Background: an optimization exercise with open tools, aiming at small area and a short achievable clock period. Do not read the settings as production practice. The RTL was checked by simulation tests, not by an equivalence proof against the original design. Power is estimated from default activity; no workload was simulated.

== quartz ==
==> flow/design.v (excerpt) <==
module ALU(
        input               clk,
        input  logic [7:0]  number1,number2,
        input  logic [0:3]  opcode,
        output logic [15:0] resultant
    );
reg [2:0] pre_r, pre_q;
always @(*) begin
    if (number2 >= 8'd8) begin
        pre_q = 3'd0;
        pre_r = number1[7:5];
    end else begin
        case ({number2[2:0], number1[7:5]})
            6'd0: begin pre_q = 3'd7; pre_r = 3'd0; end
            6'd1: begin pre_q = 3'd7; pre_r = 3'd1; end
            6'd2: begin pre_q = 3'd7; pre_r = 3'd2; end
            6'd3: begin pre_q = 3'd7; pre_r = 3'd3; end
            6'd4: begin pre_q = 3'd7; pre_r = 3'd4; end
            6'd5: begin pre_q = 3'd7; pre_r = 3'd5; end
            6'd6: begin pre_q = 3'd7; pre_r = 3'd6; end
            6'd7: begin pre_q = 3'd7; pre_r = 3'd7; end
            6'd8: begin pre_q = 3'd0; pre_r = 3'd0; end
            6'd9: begin pre_q = 3'd1; pre_r = 3'd0; end
  ...
Size: roughly 570 cells after synthesis, roughly 42 flip-flops, about 37 I/O pins, ~4800 sq um of cells after synthesis.
clock: 38.0 ns
lec_check: 0
abc_area: 1
cap_margin: 20
core_margin: 2
core_utilization: 60
cts_buf_list: sky130_fd_sc_hd__clkbuf_8
slew_margin: 20
synth_hierarchical: 1
synth_minimum_keep_size: 0
standard.sh (not shown) runs the stock make flow with config.mk's settings and CLKGATE_MAP_FILE= SYNTH_SCRIPT=/design/flow/synth_recipe.tcl, a recipe that flattens the netlist after the stock synthesis.
==> flow/flow/run.sh <==
#!/bin/bash
# The standard layout, with plain buf_2 cells as the port buffers.
# The whole make output goes to standard.log in the work folder.
bash standard.sh BUFFER_PORTS_ARGS="-buffer_cell sky130_fd_sc_hd__buf_2" finish > standard.log 2>&1
quartz finished end to end and its layout was clean on timing, DRC and antenna.
## Diff of input files: yarrow against quartz
--- a/flow/design.v
+++ b/flow/design.v
@@ -82,29 +82,47 @@
 reg [7:0] a, b;
 reg [3:0] op;
 reg [2:0] r_pre;
 always @(posedge clk) begin
     a  <= number1;
     b  <= number2;
     op <= opcode;
     r_pre <= pre_r;
 end
 wire [15:0] prod;
-mul8 u_mul (.a(a), .b(b), .p(prod));
+wire [15:0] nprod;
+mul8 u_mul (.a(a), .b(b), .p(nprod));
+assign prod = ~nprod;
 wire [7:0] q;
 wire [7:0] rem;
 wire [9:0] b3 = {2'b00, b} + {1'b0, b, 1'b0};
 wire [3:0] x3 = {r_pre, a[4:4]};
 wire [3:0] r3;
 wire [9:0] m1_3 = {2'b00, b};
-wire [4:0] d1_3 = {1'b0, x3} - {1'b0, m1_3[3:0]};
-wire ge1_3 = ~d1_3[4] & (b < 9'd16);
+wire [3:0] y1_3 = ~m1_3[3:0];
+wire [3:0] g1_3 = x3 & y1_3;
+wire [3:0] p1_3 = x3 ^ y1_3;
+wire G1_3_0_0 = g1_3[0] | p1_3[0];
+wire G1_3_1_1 = g1_3[1];
+wire P1_3_1_1 = p1_3[1];
+wire G1_3_2_2 = g1_3[2];
+wire P1_3_2_2 = p1_3[2];
+wire G1_3_3_3 = g1_3[3];
+wire P1_3_3_3 = p1_3[3];
+wire G1_3_1_0 = G1_3_1_1 | (P1_3_1_1 & G1_3_0_0);
+wire G1_3_3_2 = G1_3_3_3 | (P1_3_3_3 & G1_3_2_2);
+wire P1_3_3_2 = P1_3_3_3 & P1_3_2_2;
+wire G1_3_3_0 = G1_3_3_2 | (P1_3_3_2 & G1_3_1_0);
+wire G1_3_2_0 = G1_3_2_2 | (P1_3_2_2 & G1_3_1_0);
+wire [3:0] ci1_3 = {G1_3_2_0, G1_3_1_0, G1_3_0_0, 1'b1};
+wire [4:0] d1_3 = {~G1_3_3_0, p1_3 ^ ci1_3};
+wire ge1_3 = G1_3_3_0 & (b < 9'd16);
 wire [0:0] qd3 = ge1_3;
 assign r3 = ge1_3 ? d1_3[3:0] : x3;
 wire [4:0] x4 = {r3, a[3:3]};
 wire [4:0] r4;
 wire [9:0] m1_4 = {2'b00, b};
 wire [4:0] y1_4 = ~m1_4[4:0];
 wire [4:0] g1_4 = x4 & y1_4;
 wire [4:0] p1_4 = x4 ^ y1_4;
 wire G1_4_0_0 = g1_4[0] | p1_4[0];
 wire G1_4_1_1 = g1_4[1];
@@ -390,21 +408,21 @@
 fa1 u_cpa6 (.x(s34), .y(c33), .z(cc[6]), .s(np[6]), .c(cc[7]));
 fa1 u_cpa7 (.x(s35), .y(c34), .z(cc[7]), .s(np[7]), .c(cc[8]));
 fa1 u_cpa8 (.x(s36), .y(c35), .z(cc[8]), .s(np[8]), .c(cc[9]));
 fa1 u_cpa9 (.x(s37), .y(c36), .z(cc[9]), .s(np[9]), .c(cc[10]));
 fa1 u_cpa10 (.x(s38), .y(c37), .z(cc[10]), .s(np[10]), .c(cc[11]));
 fa1 u_cpa11 (.x(s39), .y(c38), .z(cc[11]), .s(np[11]), .c(cc[12]));
 fa1 u_cpa12 (.x(s40), .y(c39), .z(cc[12]), .s(np[12]), .c(cc[13]));
 fa1 u_cpa13 (.x(s41), .y(c40), .z(cc[13]), .s(np[13]), .c(cc[14]));
 fa1 u_cpa14 (.x(pp[63]), .y(c41), .z(cc[14]), .s(np[14]), .c(cc[15]));
 assign np[15] = cc[15];
-assign p = ~np;
+assign p = np;    
 endmodule
 module ppgen(input [7:0] a, input [7:0] b, output [63:0] pp);
 genvar i, j;
 generate for (i = 0; i < 8; i = i + 1) begin : row
     for (j = 0; j < 8; j = j + 1) begin : col
         nand1 u_nand (.x(a[j]), .y(b[i]), .z(pp[8*i+j]));
     end
 end endgenerate
 endmodule
 module nand1(input x, input y, output z);
## What came out
Relative to quartz, cell depth of the worst setup path has gone up in yarrow.
yarrow vs quartz on end-of-flow core utilization: yarrow is the lower one.
Average wire per cell in the routed design, quartz and yarrow: smaller value in quartz
According to the power report, total power for yarrow is lower than for quartz.
Number of fill cells in the layout in yarrow is 0.76% higher than in quartz
Delta (yarrow minus quartz): mean cell area of the mapped netlist now larger, relative max-transition margin now smaller, overall die height now smaller, number of distinct library cells after synthesis now smaller, final area now smaller.
Changes observed in yarrow relative to quartz: share of power burned in the clock network saw a decrease, final worst setup slack saw a decrease.

## static timing again, ports no longer ideal
The results above use ideal ports. As a check the final layouts listed here were re-extracted and re-timed, cells and wires unchanged.
Step 1: set_driving_cell puts a clkbuf_16 on clk and a buf_2 on each other input, an assumption about the parent block.
Step 2 moves the port delays by t, midway between the first and last clock arrival at a register: inputs arrive t later, outputs are due t later. That takes back most of the time a late clock gives input paths.
Slacks: ideal / step 1 / step 2; pairs: ideal / step 1.
| run | t, ns | slack for setup (ns) | clock arrival spread, ns | worst register clock-pin slew, ns | cell pins on the clock port's net |
|---|---|---|---|---|---|
| quartz | 0.328 | 29.537 / 29.508 / 29.236 | 0.009 / 0.009 | 0.09 / 0.09 | 1 |
| yarrow | 0.336 | 29.433 / 29.448 / 29.112 | 0.008 / 0.008 | 0.09 / 0.09 | 1 |
After both steps setup and hold are still met in every run listed. The setup slack of yarrow, which loses most, moves by +0.015 ns with the drivers and by -0.321 ns with both steps.
